From an optimization exercise on the open Yosys and OpenROAD flow, aimed at small area; shortcuts taken in it are not production practice.
In this exercise RTL edits were held to simulation tests only and were not proved equivalent to the original.

== alpha ==
==> flow/design.v (excerpt) <==
module snake_top
(
	input clk,
	input rst_n,
	input key0,
	input ps2_clk,
	input ps2_dat,
	output vga_hsync,
	output vga_vsync,
	output vga_blank_n,
	output vga_sync_n,
	output [23:0] vga_rgb,
	output [3:0] ledg,
	output [3:0] ledr,
	output [11:0] score1,
	output [11:0] score2,
	output [1:0] game_status,
	output green_win,
	output red_win,
	output [5:0] head1_x,
	output [5:0] head1_y,
	output [5:0] head2_x,
	output [5:0] head2_y,
	output [17:0] apples_x,
	output [14:0] apples_y,
	output [2:0] apples_on
);
Size: about 9200 cells after synthesis, roughly 470 flip-flops, ~130 I/O pins, about 59000 sq um of cells after synthesis.
clock: 40.0 ns
lec_check: 0
cap_margin: 30
core_margin: 2
core_utilization: 25
cts_cluster_diameter: 90
cts_cluster_size: 28
slew_margin: 30
synth_memory_max_bits: 65536
standard.sh (not shown) runs the stock make flow with config.mk's settings and CLKGATE_MAP_FILE= SYNTH_SCRIPT=/design/flow/synth_recipe.tcl, a recipe that flattens the netlist after the stock synthesis.
==> flow/flow/run.sh <==
#!/bin/bash
# Layout flow: the standard flow (standard.sh) with these changes, none
# of which touches the registers, the constraints or the power grid:
#  - synthesis: ABC maps the logic with area-oriented scripts instead of
#    ORFS's default one. Several scripts are tried on the same logic (deep
#    AIG optimisation with different random seeds, then &nf or amap area
#    mapping; see the *.script files written below) and the mapping with the
#    smallest cell area is kept. No full/half adder cells are extracted
#    (ADDER_MAP_FILE empty). The rest of the synthesis is the standard flow's own
#    synth_recipe.tcl, so the registers are the standard synthesis's.
#  - port buffers are the smallest buffer (buf_1) instead of a delay buffer.
# Each tool's output goes to flow.log and to ORFS's own logs under orfs/.
set -euo pipefail
HERE=$(pwd)
mkdir -p abc
n=0
for s in 1 2 3; do
  for m in nf amap; do
    n=$((n + 1))
    {
      echo strash
      echo '&get -n'
      echo "&deepsyn -T 90 -S $s"
      if [ $m = nf ]; then
        printf '%s\n' '&dch -f' '&nf -R 1000 -F 8 -C 32' '&put'
      else
        printf '%s\n' '&put' 'dch' 'amap'
      fi
    } > abc/map$n.script
  done
done
{
  echo 'proc abc {args} {'
  echo '  set i [lsearch -exact $args -script]'
  echo '  set j [lsearch -exact $args -liberty]'
  echo '  set lib [lindex $args [expr {$j + 1}]]'
  echo '  yosys design -save pre_abc'
  echo '  set best_area 1e30'
  echo "  foreach s [lsort [glob $HERE/abc/map*.script]] {"
  echo '    yosys design -load pre_abc'
  echo '    yosys abc {*}[lreplace $args [expr {$i + 1}] [expr {$i + 1}] $s]'
  echo '    set st [tee -q -s result.string stat -liberty $lib]'
  echo '    regexp {Chip area for [^:]*: *([0-9.]+)} $st -> area'
  echo '    puts "ABC candidate $s: area $area"'
  echo '    if {$area < $best_area} { set best_area $area; yosys design -save best_abc }'
  echo '  }'
  echo '  yosys design -load best_abc'
  echo '  puts "ABC kept area $best_area"'
  echo '}'
  cat synth_recipe.tcl
} > my_synth.tcl
sed -e "s#SYNTH_SCRIPT=[^ ]*#SYNTH_SCRIPT=$HERE/my_synth.tcl ADDER_MAP_FILE= 'BUFFER_PORTS_ARGS=-buffer_cell sky130_fd_sc_hd__buf_1'#" standard.sh > my_standard.sh
bash my_standard.sh > flow.log 2>&1
alpha finished every stage and its layout cleared the timing, design-rule and antenna checks.
The inputs of beta differ from those of alpha as listed below.
- a change of SLEW_MARGIN from 30 to 20
- a change of CORE_UTILIZATION from 25 to 40
- a change of CAP_MARGIN from 30 to 20
==> flow/flow/run.sh <==
#!/bin/bash
# Layout flow: the standard flow (standard.sh) with these changes, none
# of which touches the registers, the constraints or the power grid:
#  - synthesis: ABC maps the logic with an area-oriented script
#    (flow/abc_map.script: deep AIG optimisation, then &nf area mapping)
#    instead of ORFS's default one, and no full/half adder cells are
#    extracted (ADDER_MAP_FILE empty); the rest of the synthesis is the standard flow's
#    own synth_recipe.tcl, so the registers are the standard synthesis's;
#  - port buffers are the smallest buffer (buf_1) instead of a delay buffer.
# Each tool's output goes to flow.log and to ORFS's own logs under orfs/.
set -euo pipefail
HERE=$(pwd)
{
  echo 'proc abc {args} {'
  echo '  set i [lsearch -exact $args -script]'
  echo "  if {\$i >= 0} { set args [lreplace \$args [expr {\$i + 1}] [expr {\$i + 1}] $HERE/flow/abc_map.script] }"
  echo '  yosys abc {*}$args'
  echo '}'
  cat synth_recipe.tcl
} > my_synth.tcl
sed -e "s#SYNTH_SCRIPT=[^ ]*#SYNTH_SCRIPT=$HERE/my_synth.tcl ADDER_MAP_FILE= 'BUFFER_PORTS_ARGS=-buffer_cell sky130_fd_sc_hd__buf_1'#" standard.sh > my_standard.sh
bash my_standard.sh > flow.log 2>&1
==> flow/flow/abc_map.script (new file) <==
strash
&get -n
&deepsyn -T 120
&dch -f
&nf -R 1000 -F 8 -C 32
&put
--- outcome ---
Summary of the comparison: first-iteration DRC count is lower in beta, relative to alpha. beta has area growth from synthesis to final layout below what alpha had. Delta (beta minus alpha): tap cell count shrank by 1116, non-clock buffer count shrank by about 16%. Comparing alpha and beta, post-synthesis average cell area is higher on beta. Side by side, amount of wire on met2 after detailed routing turned out lower in beta than in alpha. alpha → beta: via density per instance decreased by 0.026 relative to the old numbers, core utilization of the finished layout increased by 16 points relative to the old numbers.


Setup of v10:
snake_top again, from the RTL that the note above started with.
Settings: LEC_CHECK=0, CAP_MARGIN=20, CORE_MARGIN=2, CORE_UTILIZATION=25, CTS_CLUSTER_DIAMETER=90, CTS_CLUSTER_SIZE=28, SLEW_MARGIN=20, SYNTH_MEMORY_MAX_BITS=65536; clock period 40.0 ns.
==> flow/flow/run.sh <==
#!/bin/bash
# Layout flow: the standard flow (standard.sh) with these changes, none
# of which touches the registers, the constraints or the power grid:
#  - synthesis: ABC maps the logic with area-oriented scripts instead of
#    ORFS's default one. Several scripts are tried on the same logic (deep
#    AIG optimisation with different random seeds, then &nf or amap area
#    mapping; see the *.script files written below) and the mapping with the
#    smallest cell area is kept. No full/half adder cells are extracted
#    (ADDER_MAP_FILE empty). The rest of the synthesis is the standard flow's own
#    synth_recipe.tcl, so the registers are the standard synthesis's.
#  - port buffers are the smallest buffer (buf_1) instead of a delay buffer.
# Each tool's output goes to flow.log and to ORFS's own logs under orfs/.
set -euo pipefail
HERE=$(pwd)
mkdir -p abc
n=0
for s in 1 2 3; do
  for m in nf amap; do
    n=$((n + 1))
    {
      echo strash
      echo '&get -n'
      echo "&deepsyn -T 90 -S $s"
      if [ $m = nf ]; then
        printf '%s\n' '&dch -f' '&nf -R 1000 -F 8 -C 32' '&put'
      else
        printf '%s\n' '&put' 'dch' 'amap'
      fi
    } > abc/map$n.script
  done
done
{
  echo 'proc abc {args} {'
  echo '  set i [lsearch -exact $args -script]'
  echo '  set j [lsearch -exact $args -liberty]'
  echo '  set lib [lindex $args [expr {$j + 1}]]'
  echo '  yosys design -save pre_abc'
  echo '  set best_area 1e30'
  echo "  foreach s [lsort [glob $HERE/abc/map*.script]] {"
  echo '    yosys design -load pre_abc'
  echo '    yosys abc {*}[lreplace $args [expr {$i + 1}] [expr {$i + 1}] $s]'
  echo '    set st [tee -q -s result.string stat -liberty $lib]'
  echo '    regexp {Chip area for [^:]*: *([0-9.]+)} $st -> area'
  echo '    puts "ABC candidate $s: area $area"'
  echo '    if {$area < $best_area} { set best_area $area; yosys design -save best_abc }'
  echo '  }'
  echo '  yosys design -load best_abc'
  echo '  puts "ABC kept area $best_area"'
  echo '}'
  cat synth_recipe.tcl
} > my_synth.tcl
sed -e "s#SYNTH_SCRIPT=[^ ]*#SYNTH_SCRIPT=$HERE/my_synth.tcl ADDER_MAP_FILE= 'BUFFER_PORTS_ARGS=-buffer_cell sky130_fd_sc_hd__buf_1'#" standard.sh > my_standard.sh
bash my_standard.sh > flow.log 2>&1
STATUS run=v10 STAGES=ALL_DONE FINAL_CHECKS=FAILED CAUSE=capacitance limit, slew limit
What v21 does differently from v10 at the input level:
==> flow/flow/run.sh <==
#!/bin/bash
# Layout flow: the standard flow (standard.sh) with these changes, none
# of which touches the registers, the constraints or the power grid:
#  - synthesis: ABC maps the logic with an area-oriented script
#    (flow/abc_map.script: deep AIG optimisation, then &nf area mapping)
#    instead of ORFS's default one, and no full/half adder cells are
#    extracted (ADDER_MAP_FILE empty); the rest of the synthesis is the standard flow's
#    own synth_recipe.tcl, so the registers are the standard synthesis's;
#  - port buffers are the smallest buffer (buf_1) instead of a delay buffer.
# Each tool's output goes to flow.log and to ORFS's own logs under orfs/.
set -euo pipefail
HERE=$(pwd)
{
  echo 'proc abc {args} {'
  echo '  set i [lsearch -exact $args -script]'
  echo "  if {\$i >= 0} { set args [lreplace \$args [expr {\$i + 1}] [expr {\$i + 1}] $HERE/flow/abc_map.script] }"
  echo '  yosys abc {*}$args'
  echo '}'
  cat synth_recipe.tcl
} > my_synth.tcl
sed -e "s#SYNTH_SCRIPT=[^ ]*#SYNTH_SCRIPT=$HERE/my_synth.tcl ADDER_MAP_FILE= 'BUFFER_PORTS_ARGS=-buffer_cell sky130_fd_sc_hd__buf_1'#" standard.sh > my_standard.sh
bash my_standard.sh > flow.log 2>&1
==> flow/flow/abc_map.script (new file) <==
strash
&get -n
&deepsyn -T 120
&dch -f
&nf -R 1000 -F 8 -C 32
&put
[summary]
Lower final hold slack goes to v10 over v21.
Going from v10 to v21, logic depth of the worst setup path including buffers now smaller; sequential share of cell area -0.25 points; worst setup slack after layout rose 2.87 ns.
Buffer share of cell area ended up 0.98 points lower on v21 than on v10.
Post-route standard cell area excluding fillers (v21 vs. v10) increases slightly
Number of global-route vias before repair sits lower in v21 than in v10.
v21: flow completed, timing, DRC and antenna clean
Here is what was changed in the inputs of v12 compared with v21.
- CTS_CLUSTER_DIAMETER no longer set, was 90
- CTS_CLUSTER_SIZE no longer set, was 28
==> flow/flow/run.sh <==
#!/bin/bash
# Layout flow: the standard flow (standard.sh) with these changes, none
# of which touches the registers, the constraints or the power grid:
#  - synthesis: ABC maps the logic with area-oriented scripts instead of
#    ORFS's default one. Several scripts are tried on the same logic (deep
#    AIG optimisation with different random seeds, then &nf or amap area
#    mapping; see the *.script files written below) and the mapping with the
#    smallest cell area is kept. No full/half adder cells are extracted
#    (ADDER_MAP_FILE empty). The rest of the synthesis is the standard flow's own
#    synth_recipe.tcl, so the registers are the standard synthesis's.
#  - port buffers are the smallest buffer (buf_1) instead of a delay buffer.
# Each tool's output goes to flow.log and to ORFS's own logs under orfs/.
set -euo pipefail
HERE=$(pwd)
mkdir -p abc
n=0
for s in 1 2 3; do
  for m in nf amap; do
    n=$((n + 1))
    {
      echo strash
      echo '&get -n'
      echo "&deepsyn -T 90 -S $s"
      if [ $m = nf ]; then
        printf '%s\n' '&dch -f' '&nf -R 1000 -F 8 -C 32' '&put'
      else
        printf '%s\n' '&put' 'dch' 'amap'
      fi
    } > abc/map$n.script
  done
done
{
  echo 'proc abc {args} {'
  echo '  set i [lsearch -exact $args -script]'
  echo '  set j [lsearch -exact $args -liberty]'
  echo '  set lib [lindex $args [expr {$j + 1}]]'
  echo '  yosys design -save pre_abc'
  echo '  set best_area 1e30'
  echo "  foreach s [lsort [glob $HERE/abc/map*.script]] {"
  echo '    yosys design -load pre_abc'
  echo '    yosys abc {*}[lreplace $args [expr {$i + 1}] [expr {$i + 1}] $s]'
  echo '    set st [tee -q -s result.string stat -liberty $lib]'
  echo '    regexp {Chip area for [^:]*: *([0-9.]+)} $st -> area'
  echo '    puts "ABC candidate $s: area $area"'
  echo '    if {$area < $best_area} { set best_area $area; yosys design -save best_abc }'
  echo '  }'
  echo '  yosys design -load best_abc'
  echo '  puts "ABC kept area $best_area"'
  echo '}'
  cat synth_recipe.tcl
} > my_synth.tcl
sed -e "s#SYNTH_SCRIPT=[^ ]*#SYNTH_SCRIPT=$HERE/my_synth.tcl ADDER_MAP_FILE= 'BUFFER_PORTS_ARGS=-buffer_cell sky130_fd_sc_hd__buf_1'#" standard.sh > my_standard.sh
bash my_standard.sh > flow.log 2>&1
removed: flow/flow/abc_map.script
==> notes.md <==
v12 ran to completion and came out clean on the timing, design-rule and antenna checks.
The worst setup path startpoint comes out u_vga_t.vb[0] in one run and u_vga_t.ha[0] in the other, namely in v12 and v21 respectively.
For the synthesized area, v12 came in about 3% lower than v21 did.
v21 → v12: post-layout instance count excluding filler cells rose 1155; arrival time at the worst endpoint climbed 2.99 ns.
The following lists how v47 was set up differently from v12:
- changing CAP_MARGIN from 20 to 30
- setting CTS_CLUSTER_SIZE to 28 for the first time
- changing SLEW_MARGIN from 20 to 30
- setting CTS_CLUSTER_DIAMETER to 90 for the first time
--- a/flow/flow/run.sh
+++ b/flow/flow/run.sh
@@ -30,4 +30,8 @@
   done
 done
+for s in 2 4; do
+  n=$((n + 1))
+  printf '%s\n' strash '&get -n' "&deepsyn -T 90 -S $s" '&put' dch 'amap -F 2 -A 8' > abc/map$n.script
+done
 {
   echo 'proc abc {args} {'
[summary]
Comparing v12 and v47, the higher worst relative slew slack was measured on v47.
Delta (v47 minus v12): worst setup slack picked up an extra 0.17 ns, XOR/XNOR share of the synthesized area neither gained nor lost much, area after synthesis lost 0.50%.
Relative to v12, the fill cell instance count of the final layout measured on v47 has decreased slightly.
nor2_1 as the standard cell with the maximum stage delay on the critical path was reported by v12, and o221ai_1 by v47.
Relative to v12, the non-clock buffer count measured on v47 has decreased by a little under 10%.
v47: routing usage on met1 3.9 points below v12
Comparing v12 and v47, total vias in the final route is higher on v47.
Shortest period the worst path allows, v12 and v47: smaller value in v47
What v22 does differently from v47 at the input level:
- SLEW_MARGIN: 30 -> 40
- CAP_MARGIN: 30 -> 40
--- a/flow/flow/run.sh
+++ b/flow/flow/run.sh
@@ -30,8 +30,4 @@
   done
 done
-for s in 2 4; do
-  n=$((n + 1))
-  printf '%s\n' strash '&get -n' "&deepsyn -T 90 -S $s" '&put' dch 'amap -F 2 -A 8' > abc/map$n.script
-done
 {
   echo 'proc abc {args} {'
Results
Re DRC marker count from the first detailed-route iteration: v47 was higher than v22. v22 against v47: total routed wirelength picked up an extra 6.4%; non-clock inverter instance count of the final layout went down; synthesized cell count higher; core area held; slack of the worst reg-to-reg path went down. v47 vs v22, cell with the largest stage delay on the worst path: o221ai_1 vs nor2_1.

[re-timing with driven ports]
In the flow no input, the clock included, has a driving cell. The finished layouts below were timed again as built, in two steps.
Step 1 sets driving cells, clkbuf_16 on the clock port and buf_2 on the other inputs (assumed; they add their load-dependent delay and slew).
Step 2 also shifts input and output timing later by t, the mid clock arrival at the registers, as if the neighbouring blocks saw the same clock.
Three values: ideal, step 1, step 2; two values: the first two.
run | t, ns | setup slack, ns | worst setup path after step 2 | pins driven straight from the clock port
alpha | 0.789 | 18.834 / 18.736 / 19.432 | register to register | 1
beta | 0.726 | 20.967 / 20.878 / 21.604 | register to output | 1
v10 | 0.776 | 18.934 / 18.836 / 19.612 | register to output | 1
v21 | 0.742 | 21.803 / 21.717 / 22.459 | register to output | 1
v12 | 0.832 | 18.815 / 18.716 / 19.548 | register to output | 1
v47 | 0.775 | 18.982 / 18.891 / 19.666 | register to output | 1
v22 | 0.792 | 18.618 / 18.520 / 19.312 | register to output | 1
